Background: an optimization exercise with open tools, aiming at small area, a short achievable clock period and few clock cycles. Do not read the settings as production practice.
Function was not checked in any run shown here: the RTL went through the layout flow alone.

==> design.v <==
module geofence ( clk,reset,X,Y,valid,is_inside);
input clk;
input reset;
input [9:0] X;
input [9:0] Y;
output reg valid;
output is_inside;
reg [3:0] cnt;           
reg [9:0] px, py;        
reg vsx, vsy; reg [9:0] vmx, vmy;    
reg rsx, rsy; reg [9:0] rmx, rmy;    
reg lsx, lsy; reg [9:0] lmx, lmy;    
reg full;
assign is_inside = full;
wire [10:0] dx = {1'b0, X} - {1'b0, px};
wire [10:0] dy = {1'b0, Y} - {1'b0, py};
wire [9:0] adx = dx[10] ? (px - X) : dx[9:0];
wire [9:0] ady = dy[10] ? (py - Y) : dy[9:0];
function [1:0] xsign;
    input asx; input [9:0] amx; input asy; input [9:0] amy;
    input bsx; input [9:0] bmx; input bsy; input [9:0] bmy;
    reg sp, sq, zs, zd;
    reg [20:0] d, m1, m2;
    begin
        sp = asx ^ bsy;
        sq = asy ^ bsx;
        m1 = amx;
        m2 = amy;
        d = m1 * bmy - m2 * bmx;
        zd = (d == 21'd0);
        zs = ((amx == 10'd0) | (bmy == 10'd0)) & ((amy == 10'd0) | (bmx == 10'd0));
        if (sp == sq)
            xsign = {sp ? (~d[20] & ~zd) : d[20], zd};
        else
            xsign = {sp, zs};
    end
endfunction
wire [1:0] ca = xsign(rsx, rmx, rsy, rmy, vsx, vmx, vsy, vmy);    
wire [1:0] cb = xsign(lsx, lmx, lsy, lmy, vsx, vmx, vsy, vmy);    
wire a_neg = ca[1] & ~ca[0];
wire a_zero = ca[0];
wire a_pos = ~ca[1] & ~ca[0];
wire b_neg = cb[1] & ~cb[0];
wire b_zero = cb[0];
wire b_pos = ~cb[1] & ~cb[0];
wire opp = (rsx ^ vsx) | (rsy ^ vsy);
wire spill = (a_zero & b_pos) | (a_neg & b_zero) | (a_neg & b_pos) | (a_zero & b_zero & opp);
always @(posedge clk or posedge reset) begin
    if (reset) begin
        cnt <= 4'd0;
        valid <= 1'b0;
    end else begin
        cnt <= (cnt == 4'd8) ? 4'd0 : cnt + 4'd1;
        valid <= (cnt == 4'd7);
    end
end
always @(posedge clk) begin
    if (cnt == 4'd0) begin
        px <= X;
        py <= Y;
    end
    if (cnt >= 4'd1 && cnt <= 4'd6) begin
        vsx <= dx[10]; vmx <= adx;
        vsy <= dy[10]; vmy <= ady;
    end
    if (cnt == 4'd2) begin
        rsx <= vsx; rmx <= vmx; rsy <= vsy; rmy <= vmy;
        lsx <= vsx; lmx <= vmx; lsy <= vsy; lmy <= vmy;
        full <= 1'b0;
    end else if (cnt >= 4'd3 && cnt <= 4'd7) begin
        if (spill) full <= 1'b1;
        if (a_neg & b_neg) begin
            rsx <= vsx; rmx <= vmx; rsy <= vsy; rmy <= vmy;
        end
        if (a_pos & b_pos) begin
            lsx <= vsx; lmx <= vmx; lsy <= vsy; lmy <= vmy;
        end
    end
end
endmodule
==> run.sh <==
#!/bin/bash
# synth_recipe.tcl (not shown) runs the flow's synth.tcl, then flattens the netlist and writes it again
# the make line also repeats each setting of config.mk as NAME=value (left out here)
make -C /OpenROAD-flow-scripts/flow DESIGN_CONFIG=/design/flow/config.mk WORK_HOME=/design/flow/orfs CLKGATE_MAP_FILE= SYNTH_SCRIPT=/design/flow/synth_recipe.tcl finish
==> config.mk <==
export PLATFORM = sky130hd
export DESIGN_NAME = geofence
export DESIGN_NICKNAME = geofence
export VERILOG_FILES = /design/flow/design.v
export SDC_FILE = /design/flow/constraint.sdc
export NUM_CORES = 4
export LEC_CHECK = 0
export CAP_MARGIN = 20
export CORE_MARGIN = 2
export CORE_UTILIZATION = 40
export SLEW_MARGIN = 20
==> constraint.sdc <==
create_clock -name core_clock -period 8.0 [get_ports {clk}]
set_input_delay 1.6000 -clock core_clock [delete_from_list [all_inputs] [get_ports {clk}]]
set_output_delay 1.6000 -clock core_clock [all_outputs]
set_load 0.01 [all_outputs]
==> results of run 1 <==
==> final cells by class <==
class	instances	area, um2
Tap cell	615	769
Clock buffer	9	225
Inverter	459	1720
Sequential cell	92	2730
Clock inverter	7	57.6
Multi-Input combinational cell	1432	14700
Timing Repair Buffer	100	958
Fill cell	4571	26800
==> routing by layer <==
| metal | wire, um | part of all wire |
|---|---|---|
| met5 | 0 | 0 |
| met4 | 898 | 0.020 |
| met3 | 2180 | 0.048 |
| met2 | 22900 | 0.50 |
| met1 | 19600 | 0.43 |
==> cells in the final DEF, fill, tap and decap left out, types with 20 or more instances in the layout <==
| cell type | synthesis | final |
|---|---|---|
| a21oi_1 | 55 | 55 |
| and2_1 | 212 | 212 |
| buf_4 | 2 | 65 |
| clkdlybuf4s50_1 | 0 | 23 |
| edfxtp_1 | 86 | 86 |
| fa_1 | 328 | 328 |
| ha_1 | 247 | 247 |
| inv_1 | 458 | 458 |
| nand2_1 | 232 | 232 |
| nand3_1 | 20 | 20 |
| nor2_1 | 32 | 32 |
| o21ai_0 | 38 | 37 |
| xnor2_1 | 26 | 26 |
==> worst paths after layout <==
kind | from | endpoint | cells after the start
setup / recovery | rmy[2] | rmy[5] | 24
hold / removal | cnt[0] | cnt[0] | 1
setup reg to reg | rmy[2] | rmy[5] | 24
hold reg to reg | cnt[0] | cnt[0] | 1
max in group asynchronous | reset | cnt[2] | 2
min in group asynchronous | reset | cnt[1] | 2
==> sequential cells by signal, summed over array words and instances, names as in the netlist, 4 cells and up <==
register / cells
py: 10
rmy: 10
lmx: 10
px: 10
vmy: 10
vmx: 10
rmx: 10
lmy: 10
cnt: 4
==> worst register-to-register path, stage by stage (launching register included) <==
cell and delay, ns:
edfxtp_1 0.67, and2_1 0.30, fa_1 0.40, fa_1 0.44, inv_1 0.08, fa_1 0.44
fa_1 0.57, fa_1 0.44, fa_1 0.50, inv_1 0.05, fa_1 0.47, inv_1 0.05
ha_1 0.41, nand3_1 0.14, a21o_1 0.20, and4b_1 0.22, o31ai_2 0.39, a221oi_2 0.13
xnor2_2 0.19, nor4_4 0.07, buf_4 0.16, nor3b_2 0.16, or4_1 0.56, o21ai_2 0.18
buf_12 0.20
==> repair_timing <==
item                       4_1_cts  5_1_grt
buffers inserted                 0       14
hold buffers                     0        0
setup endpoints to repair        0       44
gates resized for setup          0        2
==> cell families after synthesis <==
group,count (synthesis),share of synthesized area
simple gates,580,0.153
fa+ha+maj,575,0.495
buf+inv,551,0.107
compound gates,210,0.0727
flops,92,0.140
xor+xnor,43,0.0197
mux,24,0.0127
==> flow_summary_export.csv, run 1 <==
group,metric,value,unit
synth,netlist.area_leader.share,0.337,
place,dpl.hpwl,37.4,mm
grt,antenna_found_initial,0,
cts,cts_made_buffers,9,
worst_setup_path,path_cells,"and2_1, fa_1, fa_1, inv_1, fa_1, fa_1, fa_1, fa_1, inv_1, fa_1, inv_1, ha_1, nand3_1, a21o_1, and4b_1, o31ai_2, a221oi_2, xnor2_2, nor4_4, buf_4, nor3b_2, or4_1, o21ai_2, buf_12",
timing,timing.hold.ws,0.539,ns
grt,grt_pass1_vias,14974,
worst_setup_path,crit_buf_inv,5,
detailed_routing,via_per_inst,5.13,
synth,ys_seq_area_frac,0.140,
layout,final_cell_area,21200,um2
synth,synthTopCellsByCount,"inv_1, fa_1, ha_1, nand2_1, and2_1",
cts,cts_max_path_buffers,2,
layout,drive_gt1_frac,0.0576,
grt,grt.busiest_layer,"met2",
timing,max_freq,129,MHz
worst_setup_path,cp_max_fo,22,
place,post_dp_cell_area,20800,um2
synth,syn_inst,2075,
layout,antennaDiodeCount,0,
timing,finalMaxSlewViolations,0,
detailed_routing,post-route-drc-count,0,
worst_setup_path,worstPathArrival,7.78,ns
grt,grt_pass1_wl,76.7,mm
worst_setup_path,worstSetupPathType,"reg2reg",
detailed_routing,wire_per_inst,16.8,um
cts,cts_max_level,3,
cts,cts_tree,"built",
synth,synth_warnings,1,
worst_setup_path,cp-start-kind,"register",
timing,setup_slack,0.272,ns
worst_setup_path,path_common_cell,"fa_1",
synth,async_reset_ff_frac,0.0543,
synth,yosysMostFrequentCell,"inv_1",
cts,clk_latency,0.35,ns
synth,synth_nets,2672,
timing,final_hold_viol_count,0,
worst_setup_path,critPathRequiredTime,8.05,ns
place,globalplace.congestion,0.892,
synth,syn_area_per_cell,9.40,um2
layout,stdcell_count,2714,
floorplan,design.portCount,24,
worst_setup_path,cp-end-kind,"register",
timing,slew_headroom,0.275,
timing,tightestPinTransition,1.09,ns
detailed_routing,drt_iter0_markers,750,
detailed_routing,wirelength,45.6,mm
status,status,"complete, no violations",
cts,cts-root-buf,"clkbuf_16",
place,preCtsSetupSlack,0.141,ns
synth,netlist_area,19500,um2
synth,ys_seq_elements,92,
detailed_routing,firstDrtPassIters,5,
cts,clock_sinks,92,
worst_setup_path,cpPeakStageDelay,0.67,ns
timing,period_needed,7.73,ns
synth,synthTopCellsByArea,"fa_1, ha_1, edfxtp_1, inv_1, and2_1",
floorplan,rows,80,
hold_path,min_path_type,"reg2reg",
layout,fin_nets,2691,
layout,finish.utilization,0.442,
floorplan,die_y,225,um
layout,synthToLayoutAreaGrowth,8.53,%
job,timing.max_cap.violations,0,
cts,cts.clk_slew.worst_paths,0.07,ns
synth,synth_cell_types,76,
worst_setup_path,critPathTopFamily,"adder cells",
grt,use_met2,0.340,
floorplan,die-area,50500,um2
timing,setup_viol,0,
detailed_routing,num_vias,13936,
timing,rsz0062_at_grt,"false",
grt,grt_max_degree,24,
synth,yosys.area.top_type,"fa_1",
floorplan,start_util,0.407,
timing,fin_tns_setup,0,ns
worst_setup_path,regToRegSetupSlack,0.27,ns
floorplan,core,47900,um2
worst_setup_path,critical-path-slowest-cell,"edfxtp_1",
floorplan,die_w,225,um
grt,overflow,0,
place,numPortBuffers,23,
grt,met1_usage,0.250,
timing,clock_skew,0.0127,ns
grt,track_usage,0.191,
timing,min_period_over_period,0.966,
synth,ys.flop_type,"edfxtp_1",
grt,grt_util_met3,0.0210,
detailed_routing,ant_nets,0,
place,dp.cells,2684,
synth,synth_edf_count,86,
==> run 2, diff against run 1 <==
==> design.v (replaced) <==
module geofence ( clk,reset,X,Y,valid,is_inside);
input clk;
input reset;
input [9:0] X;
input [9:0] Y;
output reg valid;
output is_inside;
reg [2:0]state, next_state;
parameter IDLE = 3'd0,
	  READ = 3'd1,
      SORTING = 3'd2,
	  CAL = 3'd3,
	  OUT = 3'd4,
      BUFFF = 3'd5;
reg [2:0] sort_cnt;
reg [2:0] cnt;
reg [9:0] tmp_x[0:5];
reg [9:0] tmp_y[0:5];
reg [9:0] target_x;
reg [9:0] target_y;
reg [2:0] sort_idx;
reg signed [10:0] buf1;
reg signed [10:0] buf2;
reg signed [21:0] tmp;
reg done;
wire signed [21:0]mul;
assign mul = buf1 * buf2;
reg [5:0] result;
assign is_inside = &result | &(~result);
always@(posedge clk or posedge reset)begin
    if(reset)
        state <= IDLE;
    else 
        state <= next_state;
end
always@(*)begin
    if(reset)
        next_state = IDLE;
    else begin
        case(state)
            IDLE:
                next_state = READ;
            READ:begin
                if(done == 1) next_state = SORTING;
                else next_state = READ;  
            end
            SORTING:begin
                if(sort_idx == 0) next_state = CAL;
                else next_state = SORTING;
            end
            CAL:begin
                if(sort_idx == 6) next_state = OUT;
                else next_state = CAL;
            end 
            OUT:
                next_state = BUFFF;
            BUFFF:
                next_state = READ; 
            default:    next_state = IDLE;
        endcase
    end 
end
always@(posedge clk or posedge reset)begin
    if(reset)begin
        cnt <= 0;
        done <= 0;
        sort_cnt <= 1;
        sort_idx <= 4;
        valid <= 0;
    end
    else begin
        if(next_state == READ) begin
            valid <= 0;
            case(cnt)
                0:begin
                    target_x <= X;
                    target_y <= Y;
                end
                1:begin
                    tmp_x[0] <= X;
                    tmp_y[0] <= Y;
                end
                2:begin
                    tmp_x[1] <= X;
                    tmp_y[1] <= Y;
                end
                3:begin
                    tmp_x[2] <= X;
                    tmp_y[2] <= Y;
                end
                4:begin
                    tmp_x[3] <= X;
                    tmp_y[3] <= Y;
                end
                5:begin
                    tmp_x[4] <= X;
                    tmp_y[4] <= Y;
                end
                6:begin
                    tmp_x[5] <= X;
                    tmp_y[5] <= Y;
                end
            endcase
            if(cnt < 6)
                cnt <= cnt + 1;
            else begin
                cnt <= 0;
                done <= 1;
            end
        end
        else if(next_state == SORTING)begin
            done <= 0;
            case(cnt)
                0:begin
                    buf1 <= tmp_x[sort_cnt] - tmp_x[0];         
                    cnt <= cnt + 1;
                end
                1:begin      
                    buf2 <= tmp_y[sort_cnt+1] - tmp_y[0];    
                    cnt <= cnt + 1;
                end
                2:begin
                    tmp <= mul;
                    buf2 <= tmp_y[sort_cnt] - tmp_y[0];    
                    cnt <= cnt + 1;
                end
                3:begin
                    buf1 <= tmp_x[sort_cnt+1] - tmp_x[0];
                    cnt <= cnt + 1;
                end
                4:begin
                    if(tmp > mul)begin
                        cnt <= 5;
                    end
                    else begin
                        if(sort_cnt == sort_idx) begin
                            sort_idx <= sort_idx - 1;
                            sort_cnt <= 1;
                        end
                        else 
                            sort_cnt <= sort_cnt + 1;
                        cnt <= 0;
                    end
                end
                5:begin
                    tmp_x[sort_cnt] <= tmp_x[sort_cnt+1];
                    tmp_x[sort_cnt+1] <= tmp_x[sort_cnt];
                    tmp_y[sort_cnt] <= tmp_y[sort_cnt+1];
                    tmp_y[sort_cnt+1] <= tmp_y[sort_cnt];
                    if(sort_cnt == sort_idx) begin
                        sort_idx <= sort_idx - 1;
                        sort_cnt <= 1;
                    end
                    else 
                        sort_cnt <= sort_cnt + 1;
                    cnt <= 0;
                end
            endcase
        end
        else if(next_state == CAL)begin
            case(cnt)
            0:begin
                buf1 <= tmp_x[sort_idx] - target_x;
            end
            1:begin
                if(sort_idx == 5)
                    buf2 <= tmp_y[0] - target_y;
                else
                    buf2 <= tmp_y[sort_idx+1] - target_y;
            end
            2:begin
                tmp <= mul;
                buf2 <= tmp_y[sort_idx] - target_y;
            end
            3:begin
                if(sort_idx == 5)
                    buf1 <= tmp_x[0] - target_x;
                else
                    buf1 <= tmp_x[sort_idx+1] - target_x;
             end
            4:begin
                result[sort_idx] <= (tmp > mul);
                sort_idx <= sort_idx + 1;
            end
            endcase
            if(cnt < 4)begin
                cnt <= cnt + 1;
            end
            else 
                cnt <= 0;
        end
        else if(next_state == OUT)begin
            sort_idx <= 4;
            sort_cnt <= 1;
            cnt <= 0;
            valid <= 1;
        end
    end
end
endmodule
==> flow_summary_export.csv, run 2 <==
group,metric,value,unit
timing,slew_headroom,0.256,
detailed_routing,route.met3.wl,6.44,mm
synth,synth_cell_types,67,
cts,cts.clk_slew.worst_paths,0.06,ns
layout,register_area,6060,um2
synth,yosysMostFrequentCell,"nand2_1",
worst_setup_path,worstPathArrival,7.76,ns
grt,track_usage,0.252,
detailed_routing,wl_met1,26.0,mm
worst_setup_path,critical-path-slowest-cell,"edfxtp_1",
timing,setup_slack,0.670,ns
synth,muxShareOfSynthArea,0.0253,
floorplan,start_util,0.404,
synth,synth_xor_area_frac,0.0258,
cts,cts_setup_buffers,0,
synth,yosys.area.top_type,"edfxtp_1",
layout,finish.utilization,0.442,
synth,synthTopCellsByCount,"nand2_1, inv_1, a21oi_1, o21ai_0, edfxtp_1",
place,globalplace.congestion,0.912,
timing,final_hold_viol_count,0,
grt,grt_pass1_vias,16855,
detailed_routing,firstDrtPassIters,10,
worst_setup_path,path_common_cell,"fa_1",
hold_path,min_path_type,"reg2reg",
grt,overflow,0,
synth,synth_top_family_by_area,"compound AO/OA/AOI/OAI gates",
place,numPortBuffers,23,
cts,cts_tree,"built",
timing,finalMaxSlewViolations,0,
floorplan,die_y,226,um
timing,period_needed,7.33,ns
synth,ys.flop_type,"edfxtp_1",
detailed_routing,wirelength,64.6,mm
layout,largestRegisters,"tmp_x: 60 flops, tmp_y: 60 flops, tmp: 22 flops",
floorplan,core,48700,um2
synth,synthAdderAreaFrac,0.207,
synth,netlist_area,19700,um2
timing,setup_viol,0,
worst_setup_path,critPathRequiredTime,8.43,ns
floorplan,die_w,226,um
floorplan,design.portCount,24,
cts,cts-root-buf,"clkbuf_16",
cts,clk_latency,0.58,ns
grt,antenna_found_initial,2,
floorplan,rows,81,
layout,drive_gt1_frac,0.0736,
cts,cts_max_path_buffers,3,
synth,ys_seq_area_frac,0.308,
timing,max_freq,136,MHz
detailed_routing,drt_iter0_markers,2356,
detailed_routing,ant_nets,0,
worst_setup_path,cp_max_fo,11,
detailed_routing,dr_wl_met2,28.7,mm
worst_setup_path,cp-start-kind,"register",
timing,tightestPinTransition,1.12,ns
synth,synth_simple_gate_area_frac,0.135,
synth,synth_nets,2530,
layout,multi_input_area,12300,um2
layout,synthToLayoutAreaGrowth,9.38,%
detailed_routing,post-route-drc-count,0,
timing,rsz0062_at_grt,"false",
worst_setup_path,worstSetupPathType,"reg2reg",
synth,synthTopCellsByArea,"edfxtp_1, fa_1, ha_1, nand2_1, a21oi_1",
status,status,"complete, no violations",
timing,min_period_over_period,0.916,
detailed_routing,via_per_inst,6.00,
floorplan,die-area,51000,um2
synth,synth_compound_area_frac,0.224,
grt,grt_max_degree,98,
cts,cts_made_buffers,26,
synth,netlist.area_leader.share,0.290,
timing,clock_skew,0.0420,ns
cts,cts_max_level,1,
synth,async_reset_ff_frac,0.0686,
detailed_routing,num_vias,17364,
detailed_routing,wire_per_inst,22.3,um
worst_setup_path,cp-end-kind,"register",
layout,final_cell_area,21500,um2
job,timing.max_cap.violations,0,
layout,num-fill-cells,4672,
place,post_dp_cell_area,20600,um2
synth,synth_edf_count,190,
grt,grt_pass1_wl,98.9,mm
synth,synth_warnings,3,
synth,syn_inst,2254,
place,dpl.hpwl,43.7,mm
synth,syn_area_per_cell,8.74,um2
cts,clock_sinks,204,
timing,fin_tns_setup,0,ns
place,preCtsSetupSlack,0.709,ns
layout,layout_common_cells,"nand2_1, inv_1, a21oi_1, o21ai_0, edfxtp_1",
worst_setup_path,cpPeakStageDelay,0.56,ns
cts,hold_buffers,0,
cts,post_cts_resized,0,
detailed_routing,top_layer,"met4",
layout,fin_nets,2484,
layout,layout_commonest_cell,"nand2_1",
synth,ys_seq_elements,204,
[run 2: cell count changes after synthesis, moves of 47 or more]
cell,change
nand2_1,+110
ha_1,-114
nor2_1,+72
o21ai_0,+159
edfxtp_1,+104
a22o_1,+47
inv_1,-217
a21oi_1,+159
fa_1,-207
and2_1,-154
[run 2: worst paths after layout]
kind                              from           to  slack (ns)  cells past startpoint
setup / recovery              buf1[10]  sort_idx[0]        0.67                     27
hold / removal             sort_idx[2]  sort_idx[2]        0.54                      2
setup reg to reg              buf1[10]  sort_idx[0]        0.67                     27
hold reg to reg            sort_idx[2]  sort_idx[2]        0.54                      2
max in group asynchronous        reset     state[2]        5.65                      2
min in group asynchronous        reset        valid        1.93                      2
[run 2: cell families (layout without fill, tap and decap cells)]
| group | Yosys count | in the layout |
|---|---|---|
| AO/OA/AOI/OAI | 705 | 705 |
| XOR/XNOR | 58 | 58 |
| adder cells (fa/ha/maj) | 254 | 254 |
| buffers and inverters | 382 | 356 |
| flip-flops | 204 | 204 |
| multiplexers | 45 | 45 |
| other | 0 | 2 |
| AND/OR/NAND/NOR | 606 | 606 |
[run 2: metrics by stage]
step / cells / hold slack, ns
finish: 2894 / 0.535
CTS: 2892 / 0.536
global placement: 2844 / 0.525
global route: 2893 / 0.562
detailed placement: 2844 / 0.528
floorplan: 2254 / 0.480
[run 2: worst max-delay path: cells and delay by family, from the launching register on]
kind,cells,cell delay (ns)
and+or+nand+nor,5,0.77
muxes,1,0.32
DFF,1,0.56
xor gates and xnor gates,1,0.25
buffers and inverters,4,0.22
AOI/OAI and AO/OA,9,1.92
adders and majority gates,7,3.15
[run 2: layout make-up]
class	instances	share of cell area
multi-input cells	1668	0.569
flip-flops and latches	204	0.281
inverters	243	0.0423
well taps	664	0.0386
clock buffers	27	0.0304
repair buffers	65	0.0253
clock inverters	21	0.0133
diodes	2	0.000232
[run 2: metal layers]
metal	GRT usage	vias up
met2	0.396	990
met3	0.0526	246
met1	0.329	8264
li1	-	7864
met4	0.128	0
met5	0	-
==> run 3, diff against run 2 <==
==> design.v (replaced) <==
module geofence ( clk,reset,X,Y,valid,is_inside);
input clk;
input reset;
input [9:0] X;
input [9:0] Y;
output valid;
output is_inside;
localparam USCAN = 2'd0, WSCAN = 2'd1, MUL = 2'd2, DONE = 2'd3;
reg [2:0] cnt;           
reg [9:0] px, py;        
reg [19:0] q0, q1, q2, q3, q4, q5;   
reg [15:0] m;            
reg [1:0] st;
reg pass;                
reg [2:0] ucnt, wcnt;    
reg [3:0] bcnt;          
reg signed [10:0] ux, uy, wx, wy;
reg signed [12:0] acc;
reg res;
wire load = (cnt != 3'd0) & (cnt != 3'd7);
wire [9:0] cx = load ? X : q0[19:10];
wire [9:0] cy = load ? Y : q0[9:0];
wire signed [10:0] dx = {1'b0, cx} - {1'b0, px};
wire signed [10:0] dy = {1'b0, cy} - {1'b0, py};
wire signed [12:0] ex = dx;
wire signed [12:0] ey = dy;
wire signed [12:0] s1 = 2 * ey - ex;         
wire signed [12:0] s2 = ey - ex;             
wire signed [12:0] s3 = ey - 2 * ex;         
wire signed [12:0] s5 = -ey - 2 * ex;        
wire signed [12:0] s6 = -ey - ex;            
wire signed [12:0] s7 = -2 * ey - ex;        
wire [8:0] b;
assign b[0] = ~dy[10] & (dy != 11'd0);       
assign b[1] = ~s1[12];
assign b[2] = ~s2[12];
assign b[3] = ~s3[12];
assign b[4] = dx[10] | (dx == 11'd0);        
assign b[5] = ~s5[12];
assign b[6] = ~s6[12];
assign b[7] = ~s7[12];
assign b[8] = ~b[0];
wire [15:0] h;
genvar k;
generate
    for (k = 0; k < 8; k = k + 1) begin : g_sec
        assign h[k] = b[k] & ~b[k+1];
        assign h[k+8] = ~b[k] & b[k+1];
    end
endgenerate
wire [15:0] z = ~m;
wire [31:0] zz = {z, z};
wire [15:0] r7, r8;
generate
    for (k = 0; k < 16; k = k + 1) begin : g_run
        assign r7[k] = &zz[k+6:k];
        assign r8[k] = &zz[k+7:k];
    end
endgenerate
wire out = |r8;
wire amb = ~out & (|r7);
wire lo = |r7[7:0];
wire [15:0] rs = pass ? {r7[15:8], 8'd0} : (lo ? {8'd0, r7[7:0]} : r7);
wire two = lo & (|r7[15:8]);
wire [15:0] gi = {rs[0], rs[15:1]};
wire [15:0] gj = {rs[8:0], rs[15:9]};
wire in_i = |(h & gi);
wire in_j = |(h & gj);
wire last = (bcnt == 4'd10);
wire signed [12:0] ta = wy[0] ? ux : 13'sd0;
wire signed [12:0] tb = wx[0] ? uy : 13'sd0;
wire signed [12:0] sum = last ? (acc - ta + tb) : (acc + ta - tb);
assign valid = (cnt == 3'd7) & (~amb | (st == DONE));
assign is_inside = (st == DONE) ? res : ~out;
always @(posedge clk or posedge reset) begin
    if (reset)
        cnt <= 3'd0;
    else if (cnt != 3'd7)
        cnt <= cnt + 3'd1;
    else if (~amb | (st == DONE))
        cnt <= 3'd0;
end
always @(posedge clk) begin
    if (cnt == 3'd0) begin
        px <= X;
        py <= Y;
    end
    q0 <= q1; q1 <= q2; q2 <= q3; q3 <= q4; q4 <= q5;
    q5 <= {cx, cy};
    if (cnt == 3'd1)
        m <= h;
    else if (load)
        m <= m | h;
end
always @(posedge clk) begin
    if (cnt != 3'd7) begin
        st <= USCAN;
        pass <= 1'b0;
        ucnt <= 3'd0;
    end else begin
        case (st)
        USCAN: begin
            if (ucnt == 3'd6) begin
                if (two & ~pass) begin
                    pass <= 1'b1;
                    ucnt <= 3'd0;
                end else begin
                    res <= 1'b0;
                    st <= DONE;
                end
            end else begin
                ucnt <= ucnt + 3'd1;
                if (in_i) begin
                    ux <= dx;
                    uy <= dy;
                    wcnt <= 3'd0;
                    st <= WSCAN;
                end
            end
        end
        WSCAN: begin
            wcnt <= wcnt + 3'd1;
            if (in_j) begin
                wx <= dx;
                wy <= dy;
                acc <= 13'sd0;
                bcnt <= 4'd0;
                st <= MUL;
            end else if (wcnt == 3'd5)
                st <= USCAN;
        end
        MUL: begin
            bcnt <= bcnt + 4'd1;
            if (bcnt <= 4'd10) begin
                acc <= last ? sum : (sum >>> 1);
                wx <= wx >>> 1;
                wy <= wy >>> 1;
            end else begin
                if (~acc[12]) begin
                    if (two & ~pass) begin
                        pass <= 1'b1;
                        ucnt <= 3'd0;
                        st <= USCAN;
                    end else begin
                        res <= 1'b1;
                        st <= DONE;
                    end
                end else
                    st <= (wcnt == 3'd6) ? USCAN : WSCAN;
            end
        end
        default: ;
        endcase
    end
end
endmodule
==> flow_summary_export.csv, run 3 <==
group,metric,value,unit
status,status,"complete, no violations",
synth,synthAdderAreaFrac,0.182,
synth,syn_inst,1213,
timing,fin_tns_setup,0,ns
synth,muxShareOfSynthArea,0.0286,
layout,finish.utilization,0.459,
synth,synth_warnings,1,
cts,hold_buffers,0,
floorplan,die_w,181,um
grt,grt_pass1_wl,42.0,mm
cts,cts_tree,"built",
detailed_routing,ant_nets,0,
layout,drive_gt1_frac,0.0922,
synth,synth_xor_area_frac,0.0332,
timing,clock_skew,0.0248,ns
place,post_dp_cell_area,13400,um2
timing,period_needed,6.72,ns
hold_path,min_to,"q1[15]",
worst_setup_path,worst-r2r-cell-count,27,
worst_setup_path,cp-start-kind,"input port",
synth,synthTopCellsByCount,"inv_1, ha_1, dfxtp_1, nand2_1, edfxtp_1",
hold_path,hold_start,"q2[15]",
hold_path,min_path_cells,0,
synth,yosys.area.top_type,"edfxtp_1",
synth,netlist_area,12600,um2
place,globalplace.congestion,0.901,
layout,layout_commonest_cell,"inv_1",
layout,antennaDiodeCount,0,
timing,slew_headroom,0.458,
synth,syn_area_per_cell,10.4,um2
layout,layout_common_cells,"inv_1, ha_1, dfxtp_1, nand2_1, edfxtp_1",
synth,synth_top_family_by_area,"adder cells",
worst_setup_path,worstSetupPathType,"in2reg",
worst_setup_path,regToRegSetupSlack,1.29,ns
synth,netlist.area_leader.share,0.241,
place,numPortBuffers,23,
hold_path,min_path_type,"reg2reg",
cts,post_cts_resized,0,
detailed_routing,firstDrtPassIters,5,
grt,grt_pass1_vias,8456,
floorplan,core,30700,um2
layout,num-fill-cells,2872,
synth,ys_seq_area_frac,0.448,
worst_setup_path,reg2reg_from,"cnt[0]",
detailed_routing,drt_iter0_markers,458,
synth,synth_compound_area_frac,0.124,
place,dpl.hpwl,19.0,mm
layout,final_cell_area,14100,um2
floorplan,die_y,181,um
cts,cts_max_path_buffers,3,
synth,synthTopCellsByArea,"edfxtp_1, dfxtp_1, ha_1, inv_1, fa_1",
synth,ys.flop_type,"dfxtp_1",
timing,tightestPinTransition,0.813,ns
grt,track_usage,0.154,
synth,synth_edf_count,101,
timing,final_hold_viol_count,0,
layout,stdcell_count,1665,
worst_setup_path,cp_max_fo,33,
detailed_routing,wire_per_inst,15.0,um
grt,overflow,0,
cts,cts_max_level,1,
layout,synthToLayoutAreaGrowth,12.2,%
timing,timing.hold.ws,0.305,ns
layout,multi_input_area,6270,um2
detailed_routing,wirelength,24.9,mm
synth,synth_nets,1402,
job,timing.max_cap.violations,0,
grt,grt_max_degree,43,
synth,synth_cell_types,85,
timing,max_freq,149,MHz
timing,min_period_over_period,0.840,
worst_setup_path,r2r-end,"acc[12]",
detailed_routing,post-route-drc-count,0,
worst_setup_path,cp-end-kind,"register",
floorplan,die-area,32800,um2
cts,cts_setup_buffers,0,
timing,rsz0062_at_grt,"false",
cts,cts_made_buffers,22,
cts,cts.clk_slew.worst_paths,0.07,ns
cts,cts-root-buf,"clkbuf_16",
timing,finalMaxSlewViolations,0,
layout,fin_nets,1442,
floorplan,design.portCount,24,
detailed_routing,num_vias,8460,
cts,clock_sinks,230,
synth,ys_seq_elements,230,
floorplan,rows,64,
synth,synth_simple_gate_area_frac,0.129,
synth,async_reset_ff_frac,0.0130,
worst_setup_path,critPathRequiredTime,8.21,ns
floorplan,start_util,0.409,
place,dp.cells,1625,
grt,antenna_found_initial,0,
cts,clk_latency,0.53,ns
timing,setup_viol,0,
detailed_routing,via_per_inst,5.08,
layout,register_area,5630,um2
synth,yosysMostFrequentCell,"inv_1",
worst_setup_path,worstPathArrival,6.93,ns
[run 3: critical path: stages]
cell and delay [ns]:
clkdlybuf4s50_1 0.48, mux2i_1 0.10, ha_1 0.22, fa_1 0.40, nand2b_1 0.18, a21oi_1 0.28, nor3_4 0.08, xor2_2 0.31
inv_2 0.14, nor3_2 0.42, nand3_1 0.18, xnor2_1 0.17, ha_1 0.28, o21a_1 0.11, nor2_1 0.04, or3_1 0.34
o22ai_1 0.26, xnor2_2 0.15, xnor2_4 0.29, mux2i_1 0.16, nand3_1 0.09, nor2_1 0.07, nor4_4 0.31, buf_12 0.25
[run 3: cell families (layout without fill, tap and decap cells)]
family,after synthesis,in the layout
multiplexers,32,32
flip-flops,230,230
AND/OR/NAND/NOR,328,328
XOR/XNOR,42,42
AO/OA/AOI/OAI,230,230
adder cells (fa/ha/maj),167,167
buffers and inverters,184,240
[run 3: worst max path at each step]
stage | start | end | slack (ns) | depth (start not counted)
after global placement | Y[0] | acc[0] | 0.87 | 24
after floorplan | cnt[0] | acc[0] | 0.56 | 26
final | Y[0] | acc[12] | 1.28 | 24
after detailed placement | Y[0] | wy[1] | 0.72 | 23
after CTS | cnt[0] | wx[9] | 1.17 | 27
after global routing | cnt[0] | acc[11] | 0.70 | 26
[run 3: final cells by class]
type | count | area share
Inverter | 163 | 0.0434
Multi-Input combinational cell | 799 | 0.444
Timing Repair Buffer | 37 | 0.0247
Tap cell | 396 | 0.0351
Clock buffer | 28 | 0.0458
Sequential cell | 230 | 0.399
Clock inverter | 12 | 0.00736
[run 3: routing by layer]
metal  vias up  part of all wire  GRT usage
met3        52             0.036     0.0173
met1      3955              0.48      0.212
met5         -                 0          0
met2       163              0.45      0.252
met4         0             0.030     0.0494
li1       4290                 -          -
[run 3: per-stage QoR]
step                setup slack (ns)
finish                          1.28
global route                   0.699
CTS                             1.17
detailed placement             0.720
global placement               0.867
floorplan                      0.559

==> re-timing with driven ports <==
The results above use ideal ports. As a check the final layouts listed here were re-extracted and re-timed, cells and wires unchanged. Step 1 assumes that a clkbuf_16 drives the clock port and a buf_2 every other input. Step 2, shift: input delay + t, output delay - t, t = (earliest + latest rising clock arrival at the registers) / 2. This alone moves slack from input paths to output paths. Slacks: no drivers / after step 1 / after step 2; pairs: no drivers / after step 1.
run | t (ns) | slack for setup (ns) | worst register clock-pin slew, ns | worst slew at a driven data input, ns
run 1 | 0.383 | 0.272 / 0.272 / 0.272 | 0.07 / 0.07 | 0.05
run 2 | 0.622 | 0.670 / 0.670 / 0.670 | 0.06 / 0.06 | 0.09
run 3 | 0.564 | 1.279 / 1.290 / 0.739 | 0.07 / 0.07 | 0.03
After both steps setup and hold are still met in every run listed. For run 3, which loses most, drivers alone change the setup slack by +0.011 ns; drivers and shift together by -0.540 ns.
